From an optimization exercise on the open Yosys and OpenROAD flow, aimed at small area; shortcuts taken in it are not production practice. Only simulation tests tie the RTL to the original design; equivalence was not proved. No activity file was given, so power comes from the tool's default toggle rates.

==> flow/design.v, too long to show whole: its modules and the start of the top module <==
// module project_1: 6362 lines
module project_1(clk, reset_p, btn, clap, echo, dht11_in, dht11_drive_low, led_bar, trig, servo_pwm, pwm, led, buz_clk, sda, scl);
  // ...
==> flow/run.sh <==
#!/bin/bash
# synth_recipe.tcl (not shown) runs the flow's synth.tcl, then flattens the netlist and writes it again
# the make line also repeats each setting of config.mk as NAME=value (left out here)
make -C /OpenROAD-flow-scripts/flow DESIGN_CONFIG=/design/flow/config.mk WORK_HOME=/design/flow/orfs CLKGATE_MAP_FILE= SYNTH_SCRIPT=/design/flow/synth_recipe.tcl finish
==> flow/config.mk <==
export PLATFORM = sky130hd
export DESIGN_NAME = project_1
export DESIGN_NICKNAME = project_1
export VERILOG_FILES = /design/flow/design.v
export SDC_FILE = /design/flow/constraint.sdc
export NUM_CORES = 4
export LEC_CHECK = 0
export ABC_AREA = 1
export CAP_MARGIN = 20
export CORE_MARGIN = 2
export CORE_UTILIZATION = 60
export CTS_CLUSTER_DIAMETER = 80
export CTS_CLUSTER_SIZE = 20
export HOLD_SLACK_MARGIN = 0
export SLEW_MARGIN = 20
export SYNTH_MEMORY_MAX_BITS = 16384
==> flow/constraint.sdc <==
create_clock -name core_clock -period 20.0 [get_ports {clk}]
set_input_delay 4.0000 -clock core_clock [delete_from_list [all_inputs] [get_ports {clk}]]
set_output_delay 4.0000 -clock core_clock [all_outputs]
set_load 0.01 [all_outputs]
==> impl_metrics.py, run 1 <==
metrics = {
    "synth": {
        "synth_mux_area_share_pct": 0.140,
        "yosys.area.top_type_share_pct": 26.7,
        "synth-seq-cells": 402,
        "dominantRegCellSynth": "dfrtp_1",
        "synth_warnings": 1,
        "ys_async_sr_fraction_pct": 73.9,
    },
    "global_routing": {
        "met1_usage_pct": 35.2,
        "grt_max_degree": 122,
    },
    "final_layout": {
        "n_antenna_cell": 0,
        "area_growth_pct": 7.46,
        "n_fill_cell": 3293,
        "regArea_sq_mm": 0.00992,
        "largest_reg_flops": 22,
        "signal_buffers": 28,
        "final_cell_area_sq_mm": 0.0249,
    },
    "floorplanning": {
        "die_h_um": 201,
        "nWellTaps": 518,
        "fp.dieW_um": 201,
    },
    "worst_setup_path": {
        "crit_type": "in -> async",
        "path_cells": "clkdlybuf4s50_1 > clkinvlp_4 > buf_4",
        "end_kind": "async pin",
        "crit_cells": 3,
        "crit_start": "reset_p",
    },
    "worst_hold_path": {
        "min-delay-start": "dht.ff_cur",
    },
    "power_and_ir_drop": {
        "power-top-group": "registers",
        "swShare_pct": 31.3,
        "powerSeq_mw": 0.933,
        "p_clk_mw": 0.645,
    },
    "run_status": {
        "status": "timing/DRC/antenna clean",
    },
    "routing": {
        "wl_per_cell_um": 15.5,
        "dr.pass1.iters": 6,
        "drt-initial-drc-count": 1382,
    },
    "sta": {
        "worst_pin_slew_ps": 916,
        "hold_violations": 0,
        "maxSlewViolCount": 0,
    },
}
==> run 2, diff against run 1 <==
--- a/flow/config.mk
+++ b/flow/config.mk
@@ -8,7 +8,7 @@
 export ABC_AREA = 1
 export CAP_MARGIN = 20
 export CORE_MARGIN = 2
-export CORE_UTILIZATION = 60
+export CORE_UTILIZATION = 75
 export CTS_CLUSTER_DIAMETER = 80
 export CTS_CLUSTER_SIZE = 20
 export HOLD_SLACK_MARGIN = 0
==> impl_metrics.py, run 2 <==
metrics = {
    "worst_setup_path": {
        "crit_arrival_ps": 5720,
        "cp_max_fo": 123,
        "crit_type": "in -> async",
        "setup.worst_path.start_class": "input pin",
        "required_ps": 10680,
        "r2r_cells": 26,
        "end_kind": "async pin",
    },
    "synth": {
        "ys_seq_area_share_pct": 42.7,
        "postSynthAreaPerCell_sq_um": 8.03,
        "yosysTopAreaCell": "dfrtp_1",
        "synth_warnings": 1,
        "synth_commonest_cells": "496 x nand2_1, 417 x inv_1, 281 x nor2_1",
        "ys_async_sr_fraction_pct": 73.9,
        "synthCells": 2889,
        "synth_most_common_cell": "nand2_1",
        "synth-seq-cells": 402,
        "syn_area_sq_mm": 0.0232,
        "yosys.area.top_type_share_pct": 26.7,
        "synth_edf_count": 37,
        "dominantRegCellSynth": "dfrtp_1",
        "synthDistinctLibCells": 78,
        "synth.top_cells.by_area": "dfrtp_1 27%, ha_1 9.7%, nand2_1 8.0%",
    },
    "power_and_ir_drop": {
        "power.leakage_nw": 12.0,
        "vdd_ir_drop_max_uv": 96.1,
        "powerDensity_mw_per_mm2": 77.8,
    },
    "clock_network": {
        "htreeDepth": 1,
        "cts_tree": "yes",
        "cts.clk_slew.worst_paths_ps": 60,
        "clockBufferDepth": 3,
        "clk_latency_ps": 640,
        "postCtsSetupBuffers": 0,
        "cts_buffers": 25,
        "clock-root-buffer": "clkbuf_16",
        "cts_resized": 0,
        "cts.sinks": 402,
        "cts_hold_buf": 0,
    },
    "routing": {
        "drt-initial-drc-count": 2129,
        "dr_total_vias": 21200,
        "drt_wl_total_um": 59600,
        "ant_nets": 0,
        "drc": 0,
        "wl_per_cell_um": 17.9,
        "routed_via_density": 6.35,
        "dr.pass1.iters": 6,
    },
    "sta": {
        "hold_violations": 0,
        "setup_tns_ps": 0,
        "rsz0062_at_grt": "false",
        "maxSlewHeadroom_pct": 33.6,
        "worst_slack_ps": 4960,
        "setup_violations": 0,
        "fin_skew_ps": 80.7,
        "worst_pin_slew_ps": 992,
        "maxSlewViolCount": 0,
    },
    "final_layout": {
        "largest_reg_flops": 22,
        "final_cell_area_sq_mm": 0.0247,
        "n_fill_cell": 1880,
        "layout-drive-gt1-share_pct": 4.23,
        "n_antenna_cell": 0,
        "area_growth_pct": 6.31,
        "nNetsFinal": 3113,
        "reg_top3": "dht.cnt (22), t_tb (21), lcd.snap (20)",
        "multi_input_area_sq_mm": 0.0114,
        "layout_common_cells": "496 x nand2_1, 450 x inv_1, 280 x nor2_1, 268 x o21ai_0, 248 x dfrtp_1",
        "regMostFlops": "dht.cnt",
        "final_common_cell": "nand2_1",
        "regArea_sq_mm": 0.00992,
    },
    "placement": {
        "numPortBuffers": 17,
        "gp_congestion": 0.988,
        "hpwl_um": 40600,
        "dpl_cell_area_sq_mm": 0.0237,
        "place_ws_ps": 4050,
    },
    "global_routing": {
        "grt_pass1_vias": 21000,
        "grt_overflow": 0,
        "antenna_found_initial": 0,
        "grt_use_met2_pct": 63.9,
        "grt_pass1_wl_um": 100000,
        "track_usage_pct": 36.9,
        "grt.busiest_layer": "met2",
        "grt_max_degree": 124,
        "grt_util_met3_pct": 4.32,
        "met1_usage_pct": 47.5,
    },
    "floorplanning": {
        "fp.dieW_um": 180,
        "rows": 64,
        "die_h_um": 180,
        "coreArea_sq_mm": 0.0305,
        "initial_utilization_pct": 76.1,
        "pin_count": 25,
        "dieArea_sq_mm": 0.0324,
    },
    "run_status": {
        "status": "timing/DRC/antenna clean",
    },
    "worst_hold_path": {
        "min_path_type": "reg -> reg",
        "worstHoldPathCells": 0,
    },
    "run": {
        "maxCapViolCount": 0,
    },
}
==> run 2: cell count changes in the layout (fill, tap and decap cells not counted), sizes merged <==
cell and change:
clkinvlp +2, clkbuf -10, clkinv +6, bufinv +4, inv -6, buf -4
==> run 2: layout make-up <==
type	count	share of cell area (%)
Multi-Input combinational cell	1990	46.0
Sequential cell	402	40.2
Inverter	437	6.67
Clock buffer	25	2.54
Tap cell	396	2.01
Clock inverter	56	1.57
Timing Repair Buffer	24	0.969
==> run 2: logic make-up after synthesis <==
| family | after synthesis | share of synthesized area [%] |
|---|---|---|
| other | 1 | 0.0162 |
| AND/OR/NAND/NOR | 1145 | 21.5 |
| flip-flops | 402 | 42.7 |
| buffers and inverters | 503 | 8.46 |
| adder cells (fa/ha/maj) | 189 | 10.5 |
| multiplexers | 3 | 0.140 |
| XOR/XNOR | 47 | 1.77 |
| AO/OA/AOI/OAI | 599 | 14.8 |
==> run 2: critical path: stages <==
cell             delay, ps
clkdlybuf4s50_1        440
clkinvlp_4             540
buf_12                 460
==> run 2: per-layer routing <==
layer / share of wire, % / wire length (um)
met1: 39 / 23200
met2: 49 / 29100
met3: 7.5 / 4450
met4: 4.7 / 2810
met5: 0 / 0
==> run 2: stage by stage <==
| stage | hold slack, ps | power [mW] | util [%] | cells |
|---|---|---|---|---|
| 6_report | 343 | 1.92 | 80.9 | 3330 |
| 5_1_grt | 343 | 2.00 | 80.9 | 3330 |
| 4_1_cts | 338 | 1.91 | 80.8 | 3330 |
| 3_5_place_dp | 328 | 1.29 | 77.5 | 3250 |
| 3_3_place_gp | 344 | 1.25 | 77.5 | 3250 |
| 2_1_floorplan | 314 | 1.19 | - | 2895 |
==> run 2: final timing paths <==
path                         start                 to  slack, ps
max reg2reg                 ec_cur          us_cm[11]       6010
min in group asynchronous  reset_p  dht.data_count[5]       3910
min reg2reg                clp_cur            clp_old        340
max in group core_clock       clap            clp_cur       5970
min                        clp_cur            clp_old        340
max                        reset_p     lcd.toggle_var       4960
==> run 2: power breakdown <==
part | switching, mW | internal (mW)
sequential | 0.0599 | 0.880
clock | 0.321 | 0.299
combinational | 0.246 | 0.114
total | 0.627 | 1.29
